Source: an optimization exercise on an open RTL-to-GDS flow (aim: small area and a short achievable clock period). Production flows keep margins and buffers that such runs may drop. In this exercise RTL edits were held to simulation tests only and were not proved equivalent to the original. Power figures rest on the tool's default switching activity, not on a simulated workload.

Design mult8_reg, start of the top module:
module mult8_reg(
    input clk,
    input [7:0] a, b,
    output reg [15:0] z
    );
Size in the first run: ~290 cells after synthesis, ~33 I/O pins, ~2800 sq um of cells after synthesis.
clock: 7.0 ns
lec_check: 0
cap_margin: 20
core_margin: 2
core_utilization: 40
slew_margin: 20
run.sh (not shown) runs the stock make flow with config.mk's settings and CLKGATE_MAP_FILE= SYNTH_SCRIPT=/design/flow/synth_recipe.tcl, a recipe that flattens the netlist after the stock synthesis.
Rerun with:
==> flow/flow/run.sh (new file) <==
#!/bin/bash
# Own layout flow: the standard ORFS flow (standard.sh) with one change in
# synthesis: Yosys's extract_fa step is skipped and ABC maps the logic with a
# delay-targeted script (flow/abc.script) instead of ORFS's abc_speed script.
# Everything else (register names, flatten, rename, floorplan ... finish) is the
# standard flow, except that the port buffers are buf_4 cells. Each tool writes its full log under orfs/logs/ as in ORFS;
# this script's own output goes to flow_run.log.
set -euo pipefail
W=$PWD
exec > >(tee -a "$W/flow_run.log") 2>&1

python3 - "$W" <<'PY'
import sys, pathlib
w = pathlib.Path(sys.argv[1])
import os
src = pathlib.Path(os.environ["FLOW_HOME"]) / "scripts" / "synth.tcl"
s = src.read_text()
pre = "source $::env(SCRIPTS_DIR)/synth_preamble.tcl\n"
fa = "  extract_fa {*}[dont_use_extract_fa_args]\n"
assert s.count(pre) == 1 and s.count(fa) == 1, "synth.tcl changed"
s = s.replace(pre, pre + (
    "set abc_args [list -script %s {*}$lib_args {*}$lib_dont_use_args"
    " -constr $::env(OBJECTS_DIR)/abc.constr]\n" % (w / "flow" / "abc.script")))
s = s.replace(fa, "")
(w / "flow_synth_core.tcl").write_text(s)
b = (w / "synth_recipe.tcl").read_text()
line = "source $::env(SCRIPTS_DIR)/synth.tcl"
assert b.count(line) == 1, "synth_recipe.tcl changed"
(w / "flow_synth.tcl").write_text(b.replace(line, "source %s" % (w / "flow_synth_core.tcl")))
t = (w / "standard.sh").read_text()
old = "SYNTH_SCRIPT=%s" % (w / "synth_recipe.tcl")
assert t.count(old) == 1, "standard.sh changed"
(w / "flow_standard.sh").write_text(t.replace(old, "SYNTH_SCRIPT=%s" % (w / "flow_synth.tcl")))
PY

bash "$W/flow_standard.sh" BUFFER_PORTS_ARGS="-buffer_cell sky130_fd_sc_hd__buf_4" finish > "$W/flow_make.log" 2>&1 || { tail -40 "$W/flow_make.log"; exit 1; }
tail -5 "$W/flow_make.log"
test -s "$W/out/final.def"
==> flow/flow/abc.script (new file) <==
strash
dch -f
map -D 2000
topo
buffer -p
upsize 2000
dnsize 2000
stime -p
==> flow/standard.sh (new file) <==
#!/bin/bash
# synth_recipe.tcl (not shown) runs the flow's synth.tcl, then flattens the netlist and writes it again
# the make line also repeats each setting of config.mk as NAME=value (left out here)
make -C /OpenROAD-flow-scripts/flow DESIGN_CONFIG=/design/flow/config.mk WORK_HOME=/design/flow/orfs CLKGATE_MAP_FILE= SYNTH_SCRIPT=/design/flow/synth_recipe.tcl "${@:-finish}"
- CORE_UTILIZATION: 40 -> 65
removed: flow/run.sh
Result: The changed run produced a clean layout; utilization rises by 30 points; via count rose by 14%; cell count rises by 15%; worst setup slack improves by 0.84 ns; power is lower by 5.2%; synthesized area falls by 1.9%; critical path depth rises by 4; count of clock-buffer cells in the layout rises by 1.
Rerun with:
==> flow/run.sh (new file) <==
#!/bin/bash
# synth_recipe.tcl (not shown) runs the flow's synth.tcl, then flattens the netlist and writes it again
# the make line also repeats each setting of config.mk as NAME=value (left out here)
make -C /OpenROAD-flow-scripts/flow DESIGN_CONFIG=/design/flow/config.mk WORK_HOME=/design/flow/orfs CLKGATE_MAP_FILE= SYNTH_SCRIPT=/design/flow/synth_recipe.tcl finish
- CORE_UTILIZATION: 65 -> 40
- SETUP_SLACK_MARGIN: not set -> 4.5
removed: flow/flow/run.sh
removed: flow/flow/abc.script
removed: flow/standard.sh
Final area climbs by about a fifth.
Power went up by about a fifth.
Sequential power stays flat.
First-iteration DRC count climbs by well over a third.
Non-clock buffer count grows by 24.
Worst setup slack is worse by 0.48 ns.
Rerun with:
==> flow/flow/run.sh (new file) <==
#!/bin/bash
# Own layout flow: the standard ORFS flow (standard.sh) with one change in
# synthesis: Yosys's extract_fa step is skipped and ABC maps the logic with a
# delay-targeted script (flow/abc.script) instead of ORFS's abc_speed script.
# Everything else (register names, flatten, rename, floorplan ... finish) is the
# standard flow, except that the port buffers are buf_4 cells. Each tool writes its full log under orfs/logs/ as in ORFS;
# this script's own output goes to flow_run.log.
set -euo pipefail
W=$PWD
exec > >(tee -a "$W/flow_run.log") 2>&1

python3 - "$W" <<'PY'
import sys, pathlib
w = pathlib.Path(sys.argv[1])
import os
src = pathlib.Path(os.environ["FLOW_HOME"]) / "scripts" / "synth.tcl"
s = src.read_text()
pre = "source $::env(SCRIPTS_DIR)/synth_preamble.tcl\n"
fa = "  extract_fa {*}[dont_use_extract_fa_args]\n"
assert s.count(pre) == 1 and s.count(fa) == 1, "synth.tcl changed"
s = s.replace(pre, pre + (
    "set abc_args [list -script %s {*}$lib_args {*}$lib_dont_use_args"
    " -constr $::env(OBJECTS_DIR)/abc.constr]\n" % (w / "flow" / "abc.script")))
s = s.replace(fa, "")
(w / "flow_synth_core.tcl").write_text(s)
b = (w / "synth_recipe.tcl").read_text()
line = "source $::env(SCRIPTS_DIR)/synth.tcl"
assert b.count(line) == 1, "synth_recipe.tcl changed"
(w / "flow_synth.tcl").write_text(b.replace(line, "source %s" % (w / "flow_synth_core.tcl")))
t = (w / "standard.sh").read_text()
old = "SYNTH_SCRIPT=%s" % (w / "synth_recipe.tcl")
assert t.count(old) == 1, "standard.sh changed"
(w / "flow_standard.sh").write_text(t.replace(old, "SYNTH_SCRIPT=%s" % (w / "flow_synth.tcl")))
PY

bash "$W/flow_standard.sh" BUFFER_PORTS_ARGS="-buffer_cell sky130_fd_sc_hd__buf_4" finish > "$W/flow_make.log" 2>&1 || { tail -40 "$W/flow_make.log"; exit 1; }
tail -5 "$W/flow_make.log"
test -s "$W/out/final.def"
==> flow/flow/abc.script (new file) <==
strash
dch -f
map -D 2000
topo
buffer -p
upsize 2000
dnsize 2000
stime -p
==> flow/standard.sh (new file) <==
#!/bin/bash
# synth_recipe.tcl (not shown) runs the flow's synth.tcl, then flattens the netlist and writes it again
# the make line also repeats each setting of config.mk as NAME=value (left out here)
make -C /OpenROAD-flow-scripts/flow DESIGN_CONFIG=/design/flow/config.mk WORK_HOME=/design/flow/orfs CLKGATE_MAP_FILE= SYNTH_SCRIPT=/design/flow/synth_recipe.tcl "${@:-finish}"
- SETUP_SLACK_MARGIN: 4.5 -> 4.7
removed: flow/run.sh
- first-iteration DRC count went down by 40%
- worst setup slack is better by 0.65 ns
- die area went down by 1.8%
- clock power went down by 12%
- total power went down by 11%
- clock skew hardly moves
- combinational power went down by 17%
- via count went up by 8.9%
- cell count went up by 20%
- utilization went up by 1.7 points
Rerun with:
--- a/flow/flow/run.sh
+++ b/flow/flow/run.sh
@@ -4,5 +4,5 @@
 # delay-targeted script (flow/abc.script) instead of ORFS's abc_speed script.
 # Everything else (register names, flatten, rename, floorplan ... finish) is the
-# standard flow, except that the port buffers are buf_4 cells. Each tool writes its full log under orfs/logs/ as in ORFS;
+# standard flow. Each tool writes its full log under orfs/logs/ as in ORFS;
 # this script's own output goes to flow_run.log.
 set -euo pipefail
@@ -34,5 +34,5 @@
 PY
 
-bash "$W/flow_standard.sh" BUFFER_PORTS_ARGS="-buffer_cell sky130_fd_sc_hd__buf_4" finish > "$W/flow_make.log" 2>&1 || { tail -40 "$W/flow_make.log"; exit 1; }
+bash "$W/flow_standard.sh" finish > "$W/flow_make.log" 2>&1 || { tail -40 "$W/flow_make.log"; exit 1; }
 tail -5 "$W/flow_make.log"
 test -s "$W/out/final.def"
- SETUP_SLACK_MARGIN: 4.7 -> not set
Result: The changed run ran to the end with no violations. Power decreases by 2.1%. Global-route usage barely changes. Worst setup slack gets worse by 0.48 ns. Final area goes down by about 11%. Die area does not change. Utilization fell by 6.5 points. Routed wire length drops by 8.2%. Area after synthesis is unchanged.

========
== run 1 ==
mult8_reg again, from the RTL that the note above started with.
Settings: LEC_CHECK=0, CAP_MARGIN=20, CORE_MARGIN=2, CORE_UTILIZATION=40, SLEW_MARGIN=20; clock period 7.0 ns.
standard.sh (not shown) runs the stock make flow with config.mk's settings and CLKGATE_MAP_FILE= SYNTH_SCRIPT=/design/flow/synth_recipe.tcl, a recipe that flattens the netlist after the stock synthesis.
==> flow/flow/run.sh <==
#!/bin/bash
# Own layout flow: the standard ORFS flow (standard.sh) with one change in
# synthesis: Yosys's extract_fa step is skipped and ABC maps the logic with a
# delay-targeted script (flow/abc.script) instead of ORFS's abc_speed script.
# Everything else (register names, flatten, rename, floorplan ... finish) is the
# standard flow, except that the port buffers are $PORT_BUF cells and heavily
# loaded registers are upsized after global placement (flow/post_gp.tcl). Each tool writes its full log under orfs/logs/ as in ORFS;
# this script's own output goes to flow_run.log.
set -euo pipefail
W=$PWD
exec > >(tee -a "$W/flow_run.log") 2>&1

python3 - "$W" <<'PY'
import sys, pathlib
w = pathlib.Path(sys.argv[1])
import os
src = pathlib.Path(os.environ["FLOW_HOME"]) / "scripts" / "synth.tcl"
s = src.read_text()
pre = "source $::env(SCRIPTS_DIR)/synth_preamble.tcl\n"
fa = "  extract_fa {*}[dont_use_extract_fa_args]\n"
assert s.count(pre) == 1 and s.count(fa) == 1, "synth.tcl changed"
s = s.replace(pre, pre + (
    "set abc_args [list -script %s {*}$lib_args {*}$lib_dont_use_args"
    " -constr $::env(OBJECTS_DIR)/abc.constr]\n" % (w / "flow" / "abc.script")))
s = s.replace(fa, "")
(w / "flow_synth_core.tcl").write_text(s)
b = (w / "synth_recipe.tcl").read_text()
line = "source $::env(SCRIPTS_DIR)/synth.tcl"
assert b.count(line) == 1, "synth_recipe.tcl changed"
(w / "flow_synth.tcl").write_text(b.replace(line, "source %s" % (w / "flow_synth_core.tcl")))
t = (w / "standard.sh").read_text()
old = "SYNTH_SCRIPT=%s" % (w / "synth_recipe.tcl")
assert t.count(old) == 1, "standard.sh changed"
(w / "flow_standard.sh").write_text(t.replace(old, "SYNTH_SCRIPT=%s" % (w / "flow_synth.tcl")))
PY

source "$W/flow/knobs.sh"
bash "$W/flow_standard.sh" BUFFER_PORTS_ARGS="-buffer_cell $PORT_BUF" POST_GLOBAL_PLACE_TCL="$W/flow/post_gp.tcl" finish > "$W/flow_make.log" 2>&1 || { tail -40 "$W/flow_make.log"; exit 1; }
tail -5 "$W/flow_make.log"
test -s "$W/out/final.def"
==> flow/flow/abc.script <==
strash
dch -f
map -D 2000
topo
buffer -p
upsize 2000
dnsize 2000
stime -p
==> flow/flow/knobs.sh <==
PORT_BUF=sky130_fd_sc_hd__buf_4
export FLOW_FF_BIG=sky130_fd_sc_hd__dfxtp_2 FLOW_FF_FANOUT=4
export FLOW_SMALL_PORTS="^z" FLOW_SMALL_BUF=sky130_fd_sc_hd__buf_1
==> flow/flow/post_gp.tcl <==
# Upsize registers whose output drives many loads (drive strength only; the
# register cell type stays dfxtp).
set db [ord::get_db]
set big [$db findMaster $::env(FLOW_FF_BIG)]
set n 0
foreach inst [[ord::get_db_block] getInsts] {
  if {[[$inst getMaster] getName] ne "sky130_fd_sc_hd__dfxtp_1"} { continue }
  set q [$inst findITerm Q]
  set net [$q getNet]
  if {$net eq "NULL"} { continue }
  if {[llength [$net getITerms]] > $::env(FLOW_FF_FANOUT)} {
    $inst swapMaster $big
    incr n
  }
}
puts "post_gp: upsized $n registers to $::env(FLOW_FF_BIG)"

# Port buffers on ports whose name matches FLOW_SMALL_PORTS get FLOW_SMALL_BUF.
if {[info exists ::env(FLOW_SMALL_PORTS)] && $::env(FLOW_SMALL_PORTS) ne ""} {
  set small [[ord::get_db] findMaster $::env(FLOW_SMALL_BUF)]
  set n 0
  foreach bterm [[ord::get_db_block] getBTerms] {
    if {![regexp $::env(FLOW_SMALL_PORTS) [$bterm getName]]} { continue }
    set net [$bterm getNet]
    if {$net eq "NULL"} { continue }
    foreach it [$net getITerms] {
      set inst [$it getInst]
      if {[string match "sky130_fd_sc_hd__buf_*" [[$inst getMaster] getName]]} {
        $inst swapMaster $small
        incr n
      }
    }
  }
  puts "post_gp: $n port buffers set to $::env(FLOW_SMALL_BUF)"
}

# Optional: upsize gates on the worst paths only (no buffers), towards a
# tighter internal target than the design's clock.
if {[info exists ::env(FLOW_RT_MARGIN)] && $::env(FLOW_RT_MARGIN) > 0} {
  estimate_parasitics -placement
  repair_timing -setup -setup_margin $::env(FLOW_RT_MARGIN) -repair_tns $::env(FLOW_RT_TNS) \
    -sequence $::env(FLOW_RT_SEQ) -skip_last_gasp
  report_worst_slack
}
Run 1 reached the final stage; the timing, design-rule and antenna checks on its layout passed.
### run 1 -> run 2
==> flow/flow/abc.script <==
strash
dch -f
map -D 1800
topo
buffer -p
upsize 1800
dnsize 1800
stime -p
==> flow/flow/knobs.sh <==
PORT_BUF=sky130_fd_sc_hd__buf_4
export FLOW_FF_BIG=sky130_fd_sc_hd__dfxtp_2 FLOW_FF_FANOUT=4
==> flow/flow/post_gp.tcl <==
# Upsize registers whose output drives many loads (drive strength only; the
# register cell type stays dfxtp).
set db [ord::get_db]
set big [$db findMaster $::env(FLOW_FF_BIG)]
set n 0
foreach inst [[ord::get_db_block] getInsts] {
  if {[[$inst getMaster] getName] ne "sky130_fd_sc_hd__dfxtp_1"} { continue }
  set q [$inst findITerm Q]
  set net [$q getNet]
  if {$net eq "NULL"} { continue }
  if {[llength [$net getITerms]] > $::env(FLOW_FF_FANOUT)} {
    $inst swapMaster $big
    incr n
  }
}
puts "post_gp: upsized $n registers to $::env(FLOW_FF_BIG)"
## What came out
Cmp run 2 vs run 1: number of cells on the worst reg-to-reg path higher in run 2. Re met2 routed wirelength: run 2 is about 25% up on run 1. Run 2 falls short of run 1 in leakage power. Delta (run 2 minus run 1): area of the core now sits higher, clock buffer count saw an increase, critical path depth saw an increase.
[inputs] run 3 vs run 2
==> flow/flow/abc.script <==
strash
dch -f
map -D 2000
topo
buffer -p
upsize 2000
dnsize 2000
stime -p
==> flow/flow/knobs.sh <==
PORT_BUF=sky130_fd_sc_hd__buf_4
export FLOW_FF_BIG=sky130_fd_sc_hd__dfxtp_2 FLOW_FF_FANOUT=4
export FLOW_RT_MARGIN=4.8 FLOW_RT_TNS=10 FLOW_RT_SEQ="sizeup,swap,buffer"
-- flow/flow/post_gp.tcl --
<<< run 2, line 15
}
puts "post_gp: upsized $n registers to $::env(FLOW_FF_BIG)"
>>> run 3, line 15
}
puts "post_gp: upsized $n registers to $::env(FLOW_FF_BIG)"

# Optional: upsize gates on the worst paths only (no buffers), towards a
# tighter internal target than the design's clock.
if {[info exists ::env(FLOW_RT_MARGIN)] && $::env(FLOW_RT_MARGIN) > 0} {
  estimate_parasitics -placement
  repair_timing -setup -setup_margin $::env(FLOW_RT_MARGIN) -repair_tns $::env(FLOW_RT_TNS) \
    -sequence $::env(FLOW_RT_SEQ) -skip_last_gasp
  report_worst_slack
}
--- outcome ---
- Cell depth of the worst flop-to-flop path: lower on run 3
- Going from run 2 to run 3, portion of total power attributed to the clock network grows by 7.3 points.
- [compare] base=run 2 new=run 3: core utilization went up by 2.3 points; area after synthesis saw a decrease.
- In run 3, the layout cell share with drive strength beyond 1 came out 7.2 points above the value in run 2.
- When run 3 is measured against run 2, its setup slack of the critical path after layout turns out 0.21 ns higher.
- Min synthesized cell count across run 2 and run 3: run 3
- Clock network latency to the later pin of the worst-skew pair delta (run 3 -> run 2): insignificant
- When run 3 is set beside run 2, its worst slew margin relative to its limit turns out to be 1.6 points smaller.
- Diff run 2 -> run 3 | setup slack after placement | increase of 0.16 ns
Changes in run 4 relative to run 3:
==> flow/flow/knobs.sh <==
PORT_BUF=sky130_fd_sc_hd__buf_4
export FLOW_FF_BIG=sky130_fd_sc_hd__dfxtp_2 FLOW_FF_FANOUT=4
export FLOW_FF_HUGE=sky130_fd_sc_hd__dfxtp_4 FLOW_FF_HUGE_FANOUT=8
==> flow/flow/post_gp.tcl <==
# Upsize registers whose output drives many loads (drive strength only; the
# register cell type stays dfxtp).
set db [ord::get_db]
set big [$db findMaster $::env(FLOW_FF_BIG)]
set n 0
foreach inst [[ord::get_db_block] getInsts] {
  if {[[$inst getMaster] getName] ne "sky130_fd_sc_hd__dfxtp_1"} { continue }
  set q [$inst findITerm Q]
  set net [$q getNet]
  if {$net eq "NULL"} { continue }
  set fo [llength [$net getITerms]]
  if {[info exists ::env(FLOW_FF_HUGE_FANOUT)] && $fo > $::env(FLOW_FF_HUGE_FANOUT)} {
    $inst swapMaster [$db findMaster $::env(FLOW_FF_HUGE)]
    incr n
  } elseif {$fo > $::env(FLOW_FF_FANOUT)} {
    $inst swapMaster $big
    incr n
  }
}
puts "post_gp: upsized $n registers to $::env(FLOW_FF_BIG)"
Across run 4 and run 3, the outcome is the same: a clean finish for every run.
Cmp run 4 vs run 3: total wire length after detailed routing lower in run 4
Run 4 against run 3: buffer share of cell area saw a decrease; final cell count without fillers fell by 4.
[run 4] clock period minus worst slack fell 0.0051 ns relative to run 3
Changes observed in run 4 relative to run 3: count of buffer and inverter cells on the critical path climbed 1; share of final-layout standard cells stronger than drive strength 1 dropped 3.2 points; routed length on met1 decreased by about 2.8% relative to the old numbers; total power -0.95%.
Run 3 and run 4 ended up with roughly the same global-route total usage across every layer.

[port drivers added, routing unchanged]
No port has a modelled driver above. Below, the same layouts with a new extraction and two added sets of constraints. Step 1 (the two cells are an assumption about what drives the block):
set clk [get_ports {clk}]
set_driving_cell -lib_cell sky130_fd_sc_hd__clkbuf_16 $clk
set_driving_cell -lib_cell sky130_fd_sc_hd__buf_2 [delete_from_list [all_inputs] $clk]
Step 2 times the ports against the registers' clock, not the clock port: input delays grow and output delays shrink by t, the midpoint of the rising clock arrivals with the driver on. Slacks: no drivers / after step 1 / after step 2; pairs: no drivers / after step 1.
run	t (ns)	setup slack, ns	worst data-port slew with drivers (ns)	cell pins on the clock port's net
the first run of note 1	0.332	3.527 / 3.527 / 3.472	0.04	1
the second run of note 1	0.325	4.372 / 4.372 / 4.176	0.03	1
the third run of note 1	0.328	3.892 / 3.892 / 3.892	0.05	1
the fourth run of note 1	0.333	4.545 / 4.545 / 4.371	0.06	1
the fifth run of note 1	0.336	4.060 / 4.071 / 3.736	0.03	1
run 1	0.338	4.446 / 4.446 / 4.184	0.04	1
run 2	0.324	4.301 / 4.301 / 4.200	0.03	1
run 3	0.335	4.507 / 4.507 / 4.303	0.04	1
run 4	0.326	4.512 / 4.512 / 4.195	0.04	1
After both steps setup and hold are still met in every run listed. The setup slack of the fifth run of note 1, which loses most, moves by +0.011 ns with the drivers and by -0.324 ns with both steps.
